From an optimization exercise on the open Yosys and OpenROAD flow, aimed at small area; shortcuts taken in it are not production practice. At most, simulation tests tie the RTL to the original design; equivalence was not proved. Power is estimated from default activity; no workload was simulated.

==> inputs of run a <==
// ufc_top
module ufc_top(
    input  clk,
    input  rst_n,
    input  mosi,
    output miso,
    output sd_ck,
    output sd_mosi,
    output sd_csn,
    input  sd_miso
);
wire[7:0]  mosi_rx;
wire[7:0]  cmd;
wire[15:0] rx_cnt;
wire[7:0]  mosi_data;
wire[31:0] sec;
wire[7:0]  miso_fifo;
wire       fifo_done,rok,clk_bps,bps_tick,sd_init,init_ok,fifo_busy,fe_done;
wire       sd_ren,sd_wen,rd_ok,wr_ok,wclk,rclk,en_fc,set_fifo,fifo_rdy;
fifo_control fifo_control(
     .clk        (clk         )
    ,.rst_n      (rst_n       )
    ,.mosi       (mosi        )
    ,.miso       (miso        )
    ,.miso_rx    (mosi_rx     )
    ,.cmd        (cmd         )
    ,.fifo_done  (fifo_done   )
    ,.rok        (rok         )
    ,.clk_bps    (clk_bps     )
    ,.bps_tick   (bps_tick    )
    ,.rx_cnt     (rx_cnt      )
    ,.sd_init    (sd_init     )
    ,.init_ok    (init_ok     )
    ,.fifo_busy  (fifo_busy   )
    ,.fe_done    (fe_done     )
    ,.sd_ren     (sd_ren      )
    ,.sd_wen     (sd_wen      )
    ,.sd_read_ok (rd_ok       )
    ,.sd_write_ok(wr_ok       )
    ,.mosi_data  (mosi_data   )
    ,.mosi_wclk  (wclk        )
    ,.mosi_rclk  (rclk        )
    ,.en_fc      (en_fc       )
    ,.set_fifo   (set_fifo    )
    ,.miso_fifo  (miso_fifo   )
    ,.fifo_rdy   (fifo_rdy    )
);
FELOGIC FELOGIC(
     .rst_n     (rst_n     )
    ,.rok       (rok       )
    ,.mosi      (mosi_rx   )
    ,.clk       (clk       )
    ,.tick      (bps_tick  )
    ,.cmd       (cmd       )
  ...
export LEC_CHECK = 0
export CAP_MARGIN = 20
export CORE_MARGIN = 2
export CORE_UTILIZATION = 45
export SLEW_MARGIN = 20
create_clock -name core_clock -period 10.0 [get_ports {clk}]
run.sh (not shown) runs the stock make flow with config.mk's settings and CLKGATE_MAP_FILE= SYNTH_SCRIPT=/design/flow/synth_recipe.tcl, a recipe that flattens the netlist after the stock synthesis.
==> run b: changes against run a <==
--- a/flow/design.v
+++ b/flow/design.v
@@ -3,43 +3,40 @@
     input           mosi,
     input           start_rx,
     input           clk,
     input           tick,
     output          ok,
-    output reg[7:0] data
+    output[7:0]     data
 );
-reg[4:0] cnt,next_cnt;
+reg[3:0] cnt,next_cnt;
 reg      rx_ok,next_rx_ok;
-reg[7:0] next_data;
-reg[3:0] state,next_state;
+reg[1:0] state,next_state;
 reg[7:0] rx,next_rx;
-assign ok  = rx_ok;
+assign ok   = rx_ok;
+assign data = rx;
 always@(posedge clk or negedge rst_n)begin
     if(!rst_n)begin
         state <= 0;
         cnt   <= 0;
         rx    <= 0;
         rx_ok <= 0;
-        data  <= 0;
     end
     else if(tick)begin
         state <= next_state;
         rx_ok <= next_rx_ok;
         cnt   <= next_cnt;
         rx    <= next_rx;
-        data  <= next_data;
     end
 end
 parameter idle     = 0;
 parameter rec_data = 1;
 parameter done     = 2;
 parameter wait_dmy = 3;
 always@(*)begin
     next_state = state;
     next_rx_ok = rx_ok;
     next_rx    = rx;
-    next_data  = data;
     next_cnt   = cnt - |cnt;
     case(state)
         idle:begin
             next_rx_ok = 1'b0;
             if(start_rx&!mosi)begin
@@ -51,11 +48,10 @@
             if(|cnt)begin
                 next_rx = {mosi,rx[7:1]};
             end
             else if(mosi)begin
                 next_rx_ok = 1'b1;
-                next_data  = rx;
                 next_state = idle;
             end
             else begin 
                 next_rx_ok = 1'b0;
                 next_state = wait_dmy;
@@ -75,12 +71,12 @@
     input      start,
     input[7:0] data,
     output     miso,
     output reg ok
 );
-reg[7:0] tx_cnt,next_tx_cnt;
-reg[2:0] state,next_state;
+reg[3:0] tx_cnt,next_tx_cnt;
+reg      state,next_state;
 reg      tx,next_tx;
 reg      next_ok;
 reg[7:0] data_tmp,next_data_tmp;
 assign miso = tx;
 parameter idle      = 0;
@@ -135,14 +131,14 @@
     output reg clk_bps,
     output     bps_tick, 
     input      mosi,
     input[2:0] mode
 );
-reg[12:0] cnt;
-reg[7:0]  rx;
+reg[3:0]  cnt;
+reg[3:0]  zr; 
 reg       clk_bps_q;
-wire[12:0] cmp;
+wire[3:0]  cmp;
 parameter bps9600=15;
 assign cmp = mode==0 ? bps9600 : 0;
 wire resync;
 always@(posedge clk or negedge rst_n)begin
     if(!rst_n)begin
@@ -172,39 +168,40 @@
     end
     else begin
         clk_bps_q <= clk_bps;
     end
 end
-assign bps_tick = clk_bps & ~clk_bps_q & ~resync & ~(rx[0] & ~mosi);
+assign bps_tick = clk_bps & ~clk_bps_q & ~resync & ~(zr==0 & ~mosi);
 always@(posedge clk or negedge rst_n)begin
     if(!rst_n)begin
-        rx[7:0] <= 8'hff;     
+        zr <= 0;
     end
     else begin
-        rx[7:0] <= {rx[6:0],mosi};
+        zr <= mosi ? 4'd0 : zr[3] ? zr : zr + 4'd1;
     end
 end
-assign resync = (|rx[7:1])&(~rx[0]); 
+assign resync = zr!=0 & ~zr[3]; 
 endmodule
 module fifo(
     input           clk,
     input           wclk, 
     input           rclk, 
     input           rst_n,
     input[7:0]      mosi,
     output reg[7:0] miso,
     output          rdy
 );
-localparam RING  = 11;
-localparam SLOTS = 47; 
+localparam RING  = 6;
+localparam SLOTS = 86; 
 reg[SLOTS*8-1:0] ring[0:RING-1];
-reg[5:0] phase; 
+reg[7:0]         last; 
+reg[6:0] phase; 
 always@(posedge clk)begin
-    phase <= phase >= SLOTS-1 ? 6'd0 : phase + 6'd1;
+    phase <= phase >= SLOTS-1 ? 7'd0 : phase + 7'd1;
 end
-reg[3:0] wr,rr;
-reg[5:0] ws,rs;
+reg[2:0] wr,rr;
+reg[6:0] ws,rs;
 reg      wclk_q,rclk_q;
 wire     wen = wclk & ~wclk_q;
 wire     ren = rclk & ~rclk_q;
 always@(posedge clk or negedge rst_n)begin
     if(!rst_n)begin
@@ -214,14 +211,14 @@
     else begin
         wclk_q <= wclk;
         rclk_q <= rclk;
     end
 end
-wire[3:0] wr_n = wr==RING-1 ? 4'd0 : wr + 4'd1;
-wire[5:0] ws_n = wr!=RING-1 ? ws : ws==SLOTS-1 ? 6'd0 : ws + 6'd1;
-wire[3:0] rr_n = rr==RING-1 ? 4'd0 : rr + 4'd1;
-wire[5:0] rs_n = rr!=RING-1 ? rs : rs==SLOTS-1 ? 6'd0 : rs + 6'd1;
+wire[2:0] wr_n = wr==RING ? 3'd0 : wr!=RING-1 ? wr + 3'd1 : ws==SLOTS-1 ? RING : 3'd0;
+wire[6:0] ws_n = wr==RING ? 7'd0 : wr!=RING-1 ? ws : ws==SLOTS-1 ? 7'd0 : ws + 7'd1;
+wire[2:0] rr_n = rr==RING ? 3'd0 : rr!=RING-1 ? rr + 3'd1 : rs==SLOTS-1 ? RING : 3'd0;
+wire[6:0] rs_n = rr==RING ? 7'd0 : rr!=RING-1 ? rs : rs==SLOTS-1 ? 7'd0 : rs + 7'd1;
 always@(posedge clk or negedge rst_n)begin
     if(!rst_n)begin
         wr <= 0;
         ws <= 0;
     end
@@ -239,14 +236,14 @@
         rr <= rr_n;
         rs <= rs_n;
     end
 end
 reg      pw;
-reg[3:0] pwr;
-reg[5:0] pws;
+reg[2:0] pwr;
+reg[6:0] pws;
 reg[7:0] pwd;
-wire     commit = pw & (pws == phase);
+wire     commit = pw & (pwr==RING | pws==phase);
 always@(posedge clk)begin
     if(wen)begin
         pw  <= 1'b1;
         pwr <= wr;
         pws <= ws;
@@ -263,14 +260,19 @@
         always@(posedge clk)begin
             ring[g] <= {ring[g][SLOTS*8-9:0], (commit & pwr==g) ? pwd : tap};
         end
     end
 endgenerate
+always@(posedge clk)begin
+    if(commit & pwr==RING)begin
+        last <= pwd;
+    end
+end
 reg      pv;
 reg[7:0] pre;
-wire[7:0] tap_r = ring[rr][SLOTS*8-1 -: 8];
-wire      fetch = ~pv & (rs == phase);
+wire[7:0] tap_r = rr==RING ? last : ring[rr][SLOTS*8-1 -: 8];
+wire      fetch = ~pv & (rr==RING | rs==phase);
 wire[7:0] fdata = (pw & pwr==rr & pws==rs) ? pwd : tap_r;
 wire      w_at_r = ren ? (wr==rr_n & ws==rs_n) : (wr==rr & ws==rs);
 always@(posedge clk or negedge rst_n)begin
     if(!rst_n)begin
         pv  <= 1'b0;
@@ -368,11 +370,11 @@
     input       clk,   
     input       rst_n,
     input       mosi,
     output      miso,
     output[7:0] miso_rx,
-    input[7:0]  cmd,
+    input[2:0]  cmd,
     output      fifo_done,
     output      fifo_busy,
     output      rok,
     output      clk_bps,
     output      bps_tick,
@@ -391,11 +393,11 @@
     output reg  set_fifo,
     output[7:0] miso_fifo,
     output      fifo_rdy
 );
 wire wok;
-reg[7:0] state,next_state;
+reg[2:0] state,next_state;
 parameter idle       = 0,
           send_rx    = 1,
           send_tx    = 2,
           done       = 3,
           initial_sd = 4,
@@ -472,28 +474,28 @@
     next_set_fifo = set_fifo;
     case(state)
         idle:begin
             next_start_rx = 1'b1;
             if(en_fc)begin
-                if(cmd==8'h01)begin
+                if(cmd==3'd1)begin
                     next_state    = send_rx;
                     next_cnt      = rx_cnt;
                     next_set_fifo = 1'b0;
                 end
-                else if(cmd==8'h02)begin
+                else if(cmd==3'd2)begin
                     next_state    = initial_sd;
                     next_cnt      = rx_cnt;
                 end
-                else if(cmd==8'h03)begin
+                else if(cmd==3'd3)begin
                     next_state    = sd_read;
                     next_sd_ren   = 1'b1;
                 end
-                else if(cmd==8'h04)begin
+                else if(cmd==3'd4)begin
                     next_state  = sd_write;
                     next_sd_wen = 1'b1;
                 end
-                else if(cmd==8'h06)begin
+                else if(cmd==3'd6)begin
                     next_set_fifo = 1'b1;
                     next_state    = send_rx;
                     next_cnt      = rx_cnt;
                 end
             end
@@ -605,11 +607,11 @@
     input             tick,
     input             rst_n,
     input             rok,
     input             fifo_done,
     input[7:0]        mosi,
-    output reg[7:0]   cmd,
+    output reg[2:0]   cmd, 
     output reg[15:0]  rx_cnt,
     output            fe_done,
     input             fifo_busy,
     output reg[31:0]  sec,
     output reg        en_fc
@@ -669,11 +671,11 @@
     always@(posedge clk or negedge rst_n)begin
         if(!rst_n)begin
             cmd <= 0;
         end
         else if(tick&rok&rx_flag[2])begin
-            cmd <= mosi;
+            cmd <= |mosi[7:3] ? 3'd0 : mosi[2:0];
         end
     end
     always@(posedge clk or negedge rst_n)begin
         if(!rst_n)begin
             cmd_05 <= 1'b0;
@@ -706,11 +708,11 @@
     input           sd_ren,
     input           sd_wen,
     input           fifo_busy,
     output reg      wclk,
     output reg      rclk,
-    output reg[7:0] miso_data,
+    output[7:0]     miso_data,
     output reg      rd_ok,
     output reg      wr_ok,
     input[31:0]     sec,
     input           set_fifo,
     input[7:0]      mosi_data,
@@ -718,11 +720,11 @@
 );
 wire[47:0] write_single_cmd;
 wire[47:0] read_single_cmd;
 assign read_single_cmd  = {8'h51,8'h0,8'h0,8'h0,8'h0,8'hff}|(sec<<8);
 assign write_single_cmd = {8'h58,8'h0,8'h0,8'h0,8'h0,8'hff}|(sec<<8);
-reg[3:0] cnt_clk;
+reg[2:0] cnt_clk;
 reg      fifo_empty,next_fifo_empty;
 always@(posedge clk or negedge rst_n)begin
     if(!rst_n)begin
         cnt_clk <= 0;
     end
@@ -739,35 +741,28 @@
     end
 end
 reg      en; 
 reg      rx_valid;
 reg[47:0]rx;
-reg[7:0] next_miso_data;
-reg[5:0] state,next_state;
+reg[3:0] state,next_state;
 reg      next_init_ok;
 reg      next_sd_mosi;
 reg      next_sd_csn;
 reg[5:0] tx_cnt,next_tx_cnt;
-reg[47:0]data,next_data;
-reg[10:0]cnt,next_cnt;
-reg[2:0] req,next_req;
-reg[7:0] rx_cnt,next_rx_cnt;
+reg[47:0]sh; 
+reg      ld_cmd,ld_byte;
+reg[47:0]cmd_val;
+reg[6:0] byte_val;
+reg[9:0] cnt,next_cnt;
+reg[1:0] req,next_req;
+reg[2:0] rx_cnt,next_rx_cnt;
 reg      next_wclk;
 reg      next_rclk;
 reg      next_rd_ok;
 reg      next_wr_ok;
-reg      sd_ck_q;
-wire     sd_rise = sd_ck & ~sd_ck_q; 
-wire     sd_fall = ~sd_ck & sd_ck_q; 
-always@(posedge clk or negedge rst_n)begin
-    if(!rst_n)begin
-        sd_ck_q <= 1'b0;
-    end
-    else begin
-        sd_ck_q <= sd_ck;
-    end
-end
+wire     sd_rise = sd_ck & cnt_clk==0; 
+wire     sd_fall = ~sd_ck & cnt_clk==0; 
 always@(posedge clk or negedge rst_n)begin
     if(!rst_n)begin
         rx <= 48'hff_ff_ff_ff_ff_ff;
     end
     else if(!sd_rise)begin
@@ -785,14 +780,12 @@
         init_ok   <= 1'b0;
         sd_mosi   <= 1'b1;
         sd_csn    <= 1'b1;
         tx_cnt    <= 0;
         rx_cnt    <= 0;
-        data      <= 0;
         cnt       <= 0;
         req       <= 0;
-        miso_data <= 0;
         wclk      <= 0;
         rclk      <= 0;
         rd_ok     <= 0;
         wr_ok     <= 0;
         fifo_empty <= 1'b0;
@@ -802,32 +795,44 @@
         init_ok   <= next_init_ok;
         sd_mosi   <= next_sd_mosi;
         sd_csn    <= next_sd_csn;
         tx_cnt    <= next_tx_cnt;
         rx_cnt    <= next_rx_cnt;
-        data      <= next_data;
         cnt       <= next_cnt;
         req       <= next_req;
-        miso_data <= next_miso_data;
         wclk      <= next_wclk;
         rclk      <= next_rclk;
         rd_ok     <= next_rd_ok;
         wr_ok     <= next_wr_ok;
         fifo_empty <= next_fifo_empty;
     end
 end
+always@(posedge clk)begin
+    if(sd_fall)begin
+        if(ld_cmd)begin
+            sh <= cmd_val;
+        end
+        else begin
+            sh <= {sh[46:0],1'b0};
+            if(ld_byte) sh[47:41] <= byte_val;
+        end
+    end
+end
+assign miso_data = rx[7:0];
 always@(*)begin
     next_state     = state;
     next_tx_cnt    = tx_cnt - |tx_cnt;
     next_rx_cnt    = rx_cnt - |rx_cnt;
     next_init_ok   = init_ok;
     next_sd_mosi   = sd_mosi;
     next_sd_csn    = sd_csn;
-    next_data      = data;
+    ld_cmd         = 1'b0;
+    ld_byte        = 1'b0;
+    cmd_val        = 48'd0;
+    byte_val       = 7'd0;
     next_cnt       = cnt; 
     next_req       = req;
-    next_miso_data = miso_data;
     next_wclk      = wclk;
     next_rclk      = rclk;
     next_rd_ok     = rd_ok;
     next_wr_ok     = wr_ok;
     next_fifo_empty = fifo_empty;
@@ -841,18 +846,20 @@
                 next_state     = 1;
             end
             else if(init_ok&sd_ren)begin 
                 next_state     = 5;
                 next_sd_mosi   = read_single_cmd>>47;
-                next_data      = read_single_cmd;
+                ld_cmd         = 1'b1;
+                cmd_val        = {read_single_cmd[46:0],1'b0};
                 next_tx_cnt    = 47;
                 next_sd_csn    = 1'b0;
             end
             else if(init_ok&sd_wen)begin
                 next_state     = 6;
                 next_sd_mosi   = write_single_cmd>>47;
-                next_data      = write_single_cmd;
+                ld_cmd         = 1'b1;
+                cmd_val        = {write_single_cmd[46:0],1'b0};
                 next_tx_cnt    = 47;
                 next_sd_csn    = 1'b0;
             end
         end
         1:begin
@@ -861,96 +868,102 @@
                 next_state = 1;
             end
             else begin
                 next_sd_csn = 1'b1;
                 next_state  = 8;
-                next_data   = {8'h40,8'h00,8'h00,8'h00,8'h00,8'h95};
+                ld_cmd         = 1'b1;
+                cmd_val        = {8'h40,8'h00,8'h00,8'h00,8'h00,8'h95};
                 next_tx_cnt = 48;
             end
         end
         8:begin 
             if(|tx_cnt)begin
                 next_sd_csn  = 1'b0;
-                next_sd_mosi = data[tx_cnt-1];
+                next_sd_mosi = sh[47];
             end
             else if(rx[47:40]==8'h01)begin
                 next_state   = 2;
                 next_sd_mosi = {8'h48,8'h00,8'h00,8'h01,8'haa,8'h87}>>47;
-                next_data    = {8'h48,8'h00,8'h00,8'h01,8'haa,8'h87};
+                ld_cmd         = 1'b1;
+                cmd_val        = {8'h48,8'h00,8'h00,8'h01,8'haa,8'h87}<<1;
                 next_tx_cnt  = 47;
             end
             else begin
                 next_sd_mosi = 1'b1;
             end
         end
         2:begin
             if(|tx_cnt)begin
-                next_sd_mosi = data[tx_cnt-1];
+                next_sd_mosi = sh[47];
             end
             else if(rx[47:40]==8'h01)begin
                 next_state   = 3;
                 next_sd_mosi = {8'h77,8'h00,8'h00,8'h00,8'h00,8'hff}>>47;
-                next_data    = {8'h77,8'h00,8'h00,8'h00,8'h00,8'hff};
+                ld_cmd         = 1'b1;
+                cmd_val        = {8'h77,8'h00,8'h00,8'h00,8'h00,8'hff}<<1;
                 next_tx_cnt  = 47;
             end
             else begin
                 next_sd_mosi = 1'b1;
             end
         end
         3:begin
             if(|tx_cnt)begin
-                next_sd_mosi = data[tx_cnt-1];
+                next_sd_mosi = sh[47];
             end
             else if(rx[47:40]==8'h01)begin
                 next_state   = 4;
                 next_sd_mosi = {8'h69,8'h40,8'h00,8'h00,8'h00,8'hff}>>47;
-                next_data    = {8'h69,8'h40,8'h00,8'h00,8'h00,8'hff};
+                ld_cmd         = 1'b1;
+                cmd_val        = {8'h69,8'h40,8'h00,8'h00,8'h00,8'hff}<<1;
                 next_tx_cnt  = 47;
             end
             else begin
                 next_sd_mosi = 1'b1;
             end
         end
         4:begin
             if(|tx_cnt)begin
-                next_sd_mosi = data[tx_cnt-1];
+                next_sd_mosi = sh[47];
             end
             else if(rx[47:40]==8'h00)begin
                 next_state   = 8'ha;
                 next_init_ok = 1'b1;
                 next_sd_csn  = 1'b1;
                 next_sd_mosi = 1'b1;
             end
             else if(rx[47:40]==8'h01)begin
                 next_state   = 3;
                 next_sd_mosi = {8'h77,8'h00,8'h00,8'h00,8'h00,8'hff}>>47;
-                next_data    = {8'h77,8'h00,8'h00,8'h00,8'h00,8'hff};
+                ld_cmd         = 1'b1;
+                cmd_val        = {8'h77,8'h00,8'h00,8'h00,8'h00,8'hff}<<1;
                 next_tx_cnt  = 47;
             end
             else begin
                 next_sd_mosi = 1'b1;
             end
         end
         5:begin
             if(|tx_cnt)begin
-                next_sd_mosi = data[tx_cnt-1];
+                next_sd_mosi = sh[47];
             end
             else if(rx[47:40]==8'h0)begin
                  next_state = 7;
             end
             else begin
                 next_sd_mosi = 1'b1;
             end
         end
         6:begin
             if(|tx_cnt)begin
-                next_sd_mosi = data[tx_cnt-1];
+                next_sd_mosi = sh[47];
             end
             else if(rx[47:40]==8'h0)begin
                  next_state      = 9;
                  next_sd_mosi    = 1'b1;
-                 next_data       = 8'hfe;
+                 ld_byte        = 1'b1;
+                 byte_val       = 7'h7e;
                  next_tx_cnt     = 7;
                  next_rclk       = fifo_rdy ? 1'b0 : 1'b1;
                  next_fifo_empty = fifo_rdy;
             end
             else begin
@@ -959,49 +972,53 @@
         end
         9:begin
             next_rclk = 1'b0;
             if(req==1'b0)begin 
                 if(|tx_cnt)begin
-                    next_sd_mosi = data[tx_cnt-1];
+                    next_sd_mosi = sh[47];
                 end
                 else begin
                     next_fifo_empty = fifo_rdy;
                     next_sd_mosi    = fifo_empty ? 0  : mosi_data >>7;
-                    next_data       = fifo_empty ? 0  : mosi_data;
+                    ld_byte        = 1'b1;
+                    byte_val       = fifo_empty ? 7'd0 : mosi_data[6:0];
                     next_tx_cnt     = 7;
                     next_req        = 1;
                     next_cnt        = 511;
                     next_rclk       = fifo_rdy ? 1'b0 : 1'b1;
                 end
             end
             else if(req==1)begin 
                 if(|tx_cnt)begin
-                    next_sd_mosi = data[tx_cnt-1];
+                    next_sd_mosi = sh[47];
                 end
                 else if(|cnt)begin
                     next_fifo_empty = fifo_rdy;
                     next_sd_mosi    = fifo_empty ? 0  : mosi_data >>7;
-                    next_data       = fifo_empty ? 0  : mosi_data;
+                    ld_byte        = 1'b1;
+                    byte_val       = fifo_empty ? 7'd0 : mosi_data[6:0];
                     next_tx_cnt     = 7;
                     next_cnt        = cnt - |cnt;
                     next_rclk       = fifo_rdy ? 1'b0 : 1'b1;
                 end
                 else begin
                     next_sd_mosi = 8'hff;
-                    next_data    = 8'hff;
+                    ld_byte        = 1'b1;
+                    byte_val       = 7'h7f;
                     next_tx_cnt  = 7;
                     next_req     = 2;
                     next_cnt     = 1;
                 end
             end
             else if(req==2)begin 
                 if(|tx_cnt)begin
-                    next_sd_mosi = data[tx_cnt-1];
+                    next_sd_mosi = sh[47];
                 end
                 else if(|cnt)begin
                     next_sd_mosi = 8'hff>>7;
-                    next_data    = 8'hff;
+                    ld_byte        = 1'b1;
+                    byte_val       = 7'h7f;
                     next_tx_cnt  = 7;
                     next_cnt     = cnt - |cnt;
                 end
                 else begin
                     next_state  = 8'hc;
@@ -1019,11 +1036,10 @@
             end
             else if(req==1'b1)begin
                 next_cnt       =|rx_cnt ? cnt : cnt - 1;
                 next_rx_cnt    = (|cnt)&rx_cnt==0 ? 7 :rx_cnt - |rx_cnt;
                 next_wclk      = rx_cnt == 0;
-                next_miso_data = rx_cnt==0 ? rx[7:0] : miso_data;
                 next_req       = cnt==0&rx_cnt==0 ? 2'b10 : req;
                 if(cnt==0&rx_cnt==0)begin
                     next_req    = 2'b10;
                     next_sd_csn = 1'b1;
                     next_cnt    = 7;
@@ -1065,11 +1081,11 @@
     output sd_mosi,
     output sd_csn,
     input  sd_miso
 );
 wire[7:0]  mosi_rx;
-wire[7:0]  cmd;
+wire[2:0]  cmd;
 wire[15:0] rx_cnt;
 wire[7:0]  mosi_data;
 wire[31:0] sec;
 wire[7:0]  miso_fifo;
 wire       fifo_done,rok,clk_bps,bps_tick,sd_init,init_ok,fifo_busy,fe_done;
==> flow/flow/run.sh (new file) <==
#!/bin/bash
# The standard layout, with clock tree settings of our own: larger leaf clusters and no
# dummy loads. Each tool's output goes to a log file here; ORFS keeps its own logs under orfs/logs.
set -euo pipefail
export CTS_ARGS="-sink_clustering_enable -repair_clock_nets -dont_use_dummy_load -buf_list sky130_fd_sc_hd__clkbuf_16 -sink_clustering_size 34 -sink_clustering_max_diameter 45"
bash standard.sh > standard_sh.log 2>&1
==> flow/standard.sh (new file) <==
#!/bin/bash
# synth_recipe.tcl (not shown) runs the flow's synth.tcl, then flattens the netlist and writes it again
# the make line also repeats each setting of config.mk as NAME=value (left out here)
make -C /OpenROAD-flow-scripts/flow DESIGN_CONFIG=/design/flow/config.mk WORK_HOME=/design/flow/orfs CLKGATE_MAP_FILE= SYNTH_SCRIPT=/design/flow/synth_recipe.tcl "${@:-finish}"
Settings changed: CORE_UTILIZATION 45 to 65.
removed: flow/run.sh
==> qor summary <==
|  | run b | run a |
|---|---|---|
| Result of the run | no timing/DRC/antenna violations | no timing/DRC/antenna violations |
| Final Critical Period | 4230 ps | 4680 ps |
| Sequential group share of total power | 63.8% | 53.7% |
| Terminating pin of the worst hold path | fifo_control.fifo_top.fifo.ring[2][589] | fifo_control.fifo_top.fifo.ring[2][152] |
| Highest clock rate | 236 MHz | 214 MHz |
| Number of ordinary and repair buffers in the finished layout | 28 | 30 |
| Routed length per placed instance | 16.4 um | 15.5 um |
| Footprint of the flip-flops and latches | 0.0914 mm^2 | 0.0922 mm^2 |
| Headroom to the max-slew limit | 29.0% | 26.0% |
| Ratio of final minimum period to clock period | 42.3% | 46.8% |
| Worst setup path start | mosi | sd_initial.sd_mosi |
| Number of flip-flops under the largest register name | 4128 | 4136 |
| Invs w/o clock | 109 | 96 |
| Total of flip-flops plus latches after synthesis | 4460 | 4506 |
| Placed instance count | 7978 | 9288 |
| Portion of the layout cell area used by clock cells | 6.29% | 11.3% |
For run b, only the layout was checked, not whether the RTL still works.

## afterwards: timing with drivers on the ports
The results above use ideal ports. As a check the final layouts listed here were re-extracted and re-timed, cells and wires unchanged.
Step 1: set_driving_cell puts a clkbuf_16 on clk and a buf_2 on each other input, an assumption about the parent block.
Step 2, shift: input delay + t, output delay - t, t = (earliest + latest rising clock arrival at the registers) / 2. This alone moves slack from input paths to output paths.
a / b / c = ideal ports / drivers / drivers and shift; a / b = the first two.
run	t, ns	setup slack, ns	worst hold slack (ns)	clock arrival spread, ns
run a	0.996	5.323 / 5.240 / 5.008	0.241 / 0.241 / 0.241	0.096 / 0.095
run b	0.924	5.769 / 5.732 / 4.886	0.253 / 0.253 / 0.253	0.114 / 0.114
After both steps setup and hold are still met in every run listed. The setup slack of run b, which loses most, moves by -0.037 ns with the drivers and by -0.883 ns with both steps.
